Source: an optimization exercise on an open RTL-to-GDS flow (aim: small area). Production flows keep margins and buffers that such runs may drop.
Function was checked by simulation only, so behaviour that the tests miss may differ from the original.
Power figures rest on the tool's default switching activity, not on a simulated workload.

## JK
==> flow/design.v (excerpt) <==
module TOP_WATCH_STOP_WATCH(
    input clk,
    input reset,
    input RX,
    input btn_run_stop, btn_clear, btn_mode,
    output TX,
    output [3:0] fnd_com,
    output [7:0] fnd_font,
    output tx_busy
);
    wire t0, q12, baud_tick, ph1, ph3, scan_tick, scan_next, tick_10ms, tick_min;
    wire [1:0] sel;
    time_base U_TIME (
        .clk(clk), .reset(reset), .t0(t0), .q12(q12), .baud_tick(baud_tick), .ph1(ph1), .ph3(ph3),
        .scan_tick(scan_tick), .scan_next(scan_next), .sel(sel)
    );
    div11 U_DIV11 (.clk(clk), .reset(reset), .t0(t0), .tick(tick_10ms));
    div1860 U_DIV1860 (.clk(clk), .reset(reset), .q12(q12), .tick(tick_min));
    wire p_rs, p_cl, p_md;
    debounce U_DB_RS (.clk(clk), .reset(reset), .en(scan_tick), .show(scan_next), .i_btn(btn_run_stop), .o_btn(p_rs));
    debounce U_DB_CL (.clk(clk), .reset(reset), .en(scan_tick), .show(scan_next), .i_btn(btn_clear), .o_btn(p_cl));
    debounce U_DB_MD (.clk(clk), .reset(reset), .en(scan_tick), .show(scan_next), .i_btn(btn_mode), .o_btn(p_md));
    wire [2:0] bst, ust;
    mode_fsm U_BTN_FSM (.clk(clk), .reset(reset), .ev(1'b1), .r(p_rs), .m(p_md), .c(p_cl), .st(bst));
    wire cmd;
    wire [7:0] rx_data;
    wire rx_done;
    uart_rx_lite U_RX (.clk(clk), .reset(reset), .baud_tick(baud_tick), .ph1(ph1), .ph3(ph3),
        .RX(RX), .data(rx_data), .done(rx_done), .cmd(cmd));
    uart_tx_lite U_TX (.clk(clk), .reset(reset), .baud_tick(baud_tick), .start(rx_done),
        .data(rx_data), .TX(TX), .busy(tx_busy));
    wire u_r = (rx_data == 8'h72);
    wire u_m = (rx_data == 8'h6d);
    wire u_c = (rx_data == 8'h63);
    mode_fsm U_UART_FSM (.clk(clk), .reset(reset), .ev(cmd), .r(cmd & u_r), .m(cmd & u_m), .c(cmd & u_c), .st(ust));
    wire f_mode = (bst[2] | ust[2]) & ~reset;
    wire f_run  = (bst[1] | ust[1]) & ~reset;
    wire f_clear = bst[0] | ust[0];
    wire sw_tick;
    sw_div U_SW_DIV (.clk(clk), .reset(reset), .run(f_run & f_mode), .tick(sw_tick));
  ...
Size: about 540 cells after synthesis, ~100 flip-flops, roughly 4300 µm² of cells after synthesis.
clock: 200.0 ns
lec_check: 0
cap_margin: 20
core_margin: 2
core_utilization: 40
slew_margin: 20
standard.sh (not shown) runs the stock make flow with config.mk's settings and CLKGATE_MAP_FILE= SYNTH_SCRIPT=/design/flow/synth_recipe.tcl, a recipe that flattens the netlist after the stock synthesis.
==> flow/flow/run.sh <==
#!/bin/bash
# Standard ORFS layout with three changes:
# - synthesis maps the logic with area-oriented ABC scripts (deepsyn, then
#   dch and amap, once under 16 random seeds and twice in a row under 8 more)
#   and keeps the smallest result; the
#   registers are mapped before ABC runs, as in the standard synthesis, so
#   they are the same;
# - ports are buffered with buf_1;
# - clock tree synthesis uses clkbuf_8 without dummy loads.
# make's full output goes to flow_make.log; each ORFS step also keeps its own
# log under orfs/logs.
set -euo pipefail
W=$(pwd)
F=$W/flow
mkdir -p "$W/abc"
S=""
for k in $(seq 1 16); do
  echo "strash; &get -n; &deepsyn -S $k -T 10; &put; dch; amap" > "$W/abc/ds$k.abc"
  S="$S $W/abc/ds$k.abc"
done
# a second round of deepsyn on the mapped result of a first round
for k in $(seq 1 8); do
  echo "strash; &get -n; &deepsyn -S $k -T 10; &put; dch; amap; strash; &get -n; &deepsyn -S $((k + 20)) -T 10; &put; dch; amap" > "$W/abc/dd$k.abc"
  S="$S $W/abc/dd$k.abc"
done
export MY_ABC_SCRIPTS="$S"
bash "$W/standard.sh" "SYNTH_SCRIPT=$F/synth.tcl" "ADDER_MAP_FILE=" \
  "BUFFER_PORTS_ARGS=-buffer_cell sky130_fd_sc_hd__buf_1" \
  "CTS_ARGS=-sink_clustering_enable -repair_clock_nets -buf_list sky130_fd_sc_hd__clkbuf_8 -dont_use_dummy_load" \
  finish > "$W/flow_make.log" 2>&1
Other scripts of this flow, unchanged in this note and not shown: flow/flow/synth.tcl
--- input diff JK..MS ---
- CORE_UTILIZATION changed from 40 to 25
-- flow/flow/run.sh --
<<< JK, line 3
# - synthesis maps the logic with area-oriented ABC scripts (deepsyn, then
#   dch and amap, once under 16 random seeds and twice in a row under 8 more)
#   and keeps the smallest result; the
>>> MS, line 3
# - synthesis maps the logic with an area-oriented ABC script (deepsyn, then
#   dch and amap) under 16 random seeds and keeps the smallest result; the
<<< JK, line 21
# a second round of deepsyn on the mapped result of a first round
for k in $(seq 1 8); do
  echo "strash; &get -n; &deepsyn -S $k -T 10; &put; dch; amap; strash; &get -n; &deepsyn -S $((k + 20)) -T 10; &put; dch; amap" > "$W/abc/dd$k.abc"
  S="$S $W/abc/dd$k.abc"
done
>>> MS, line 20
Results
- From JK to MS the numbers moved as follows: number of synthesized flops with an enable pin comparable; critical path depth now smaller; post-route standard cell area excluding fillers now larger.
- Going from JK to MS, peak clock frequency supported by timing saw an increase, global-route wire length before repair increased 0.39%, final hold slack now smaller.
- Min worst slew slack as a fraction of its limit across JK and MS: MS
- Portion of total power attributed to combinational logic: MS vs JK down 0.6 points
- MS: smallest setup slack after layout higher than JK
- Comparing MS against JK, there is no change at all in number of clock buffers in the layout.
#### Input delta (AL over MS)
- swapping 25 for 40 in CORE_UTILIZATION
-- flow/flow/run.sh --
<<< MS, line 4
#   dch and amap) under 16 random seeds and keeps the smallest result; the
>>> AL, line 4
#   dch and amap) under 48 random seeds and keeps the smallest result; the
<<< MS, line 16
for k in $(seq 1 16); do
>>> AL, line 16
for k in $(seq 1 48); do
==> run summary <==
AL ends up with a share of the final layout cell area in sequential cells that is 1.2 points higher than in MS.
AL reached the final stage; the timing, DRC and antenna checks on its layout passed.
The total power in AL sits 0.51% below the value recorded for MS.
AL does worse than MS on maximum clock frequency.
On AL: instance count of the mapped netlist is 4 higher than what MS gave.
Input-level comparison between TR and AL:
- CORE_UTILIZATION now 60, was 40
-- flow/flow/run.sh --
<<< AL, line 4
#   dch and amap) under 48 random seeds and keeps the smallest result; the
>>> TR, line 4
#   dch and amap) under 16 random seeds and keeps the smallest result; the
<<< AL, line 16
for k in $(seq 1 48); do
>>> TR, line 16
for k in $(seq 1 16); do
==> comparison <==
- Sort TR and AL by via count asc -> top: AL
- Compared with AL, in TR clock power share lost 0.7 points; inverter count lost 7; die area lost 32%.
- Global-route usage over all layers delta for TR relative to AL: 8.0 points higher
- Looking at TR and AL, the clock network area share is a wash.
- Higher final critical path time including I/O delays and setup among TR and AL: AL
- Switching part of the total power of AL is on par with TR.
Edits applied to the flow inputs when going from TR to PW:
- CORE_UTILIZATION now 40, was 60
- CAP_MARGIN now 0, was 20
- SLEW_MARGIN now 0, was 20
PW vs TR — power density of the placed cells dropped slightly. PW -> TR: post-route antenna net violation count delta 0, exact match. Area of placed instances (PW vs. TR) increases slightly. In terms of final clock period utilization by the worst path, PW and TR differ only marginally. Of TR and PW, the higher global-route usage belongs to TR. NOTE: relative contribution of the clock network to total power in PW exceeds that of TR. The run with more routed wire is PW, not TR. First-pass GRT wire length delta (PW − TR): unfavourable.

[what the ideal ports hide]
The results above use ideal ports. As a check the final layouts listed here were re-extracted and re-timed, cells and wires unchanged.
Step 1, drivers: a clkbuf_16 drives clk and a buf_2 each remaining input, both assumed.
Step 2 also shifts input and output timing later by t, the mid clock arrival at the registers, as if the neighbouring blocks saw the same clock.
a / b / c = ideal ports / drivers / drivers and shift; a / b = the first two.
| run | shift t [ns] | setup slack, ns | clock arrival spread, ns | cell pins on the clock port's net |
|---|---|---|---|---|
| JK | 0.388 | 116.873 / 116.852 / 116.852 | 0.037 / 0.037 | 1 |
| MS | 0.395 | 117.915 / 117.892 / 117.892 | 0.031 / 0.031 | 1 |
| AL | 0.387 | 117.331 / 117.310 / 117.310 | 0.030 / 0.030 | 1 |
| TR | 0.374 | 117.956 / 117.932 / 117.932 | 0.026 / 0.026 | 1 |
| PW | 0.390 | 117.831 / 117.808 / 117.808 | 0.022 / 0.023 | 1 |
After both steps setup and hold are still met in every run listed. For TR, which loses most, drivers alone change the setup slack by -0.024 ns; drivers and shift together by -0.024 ns.
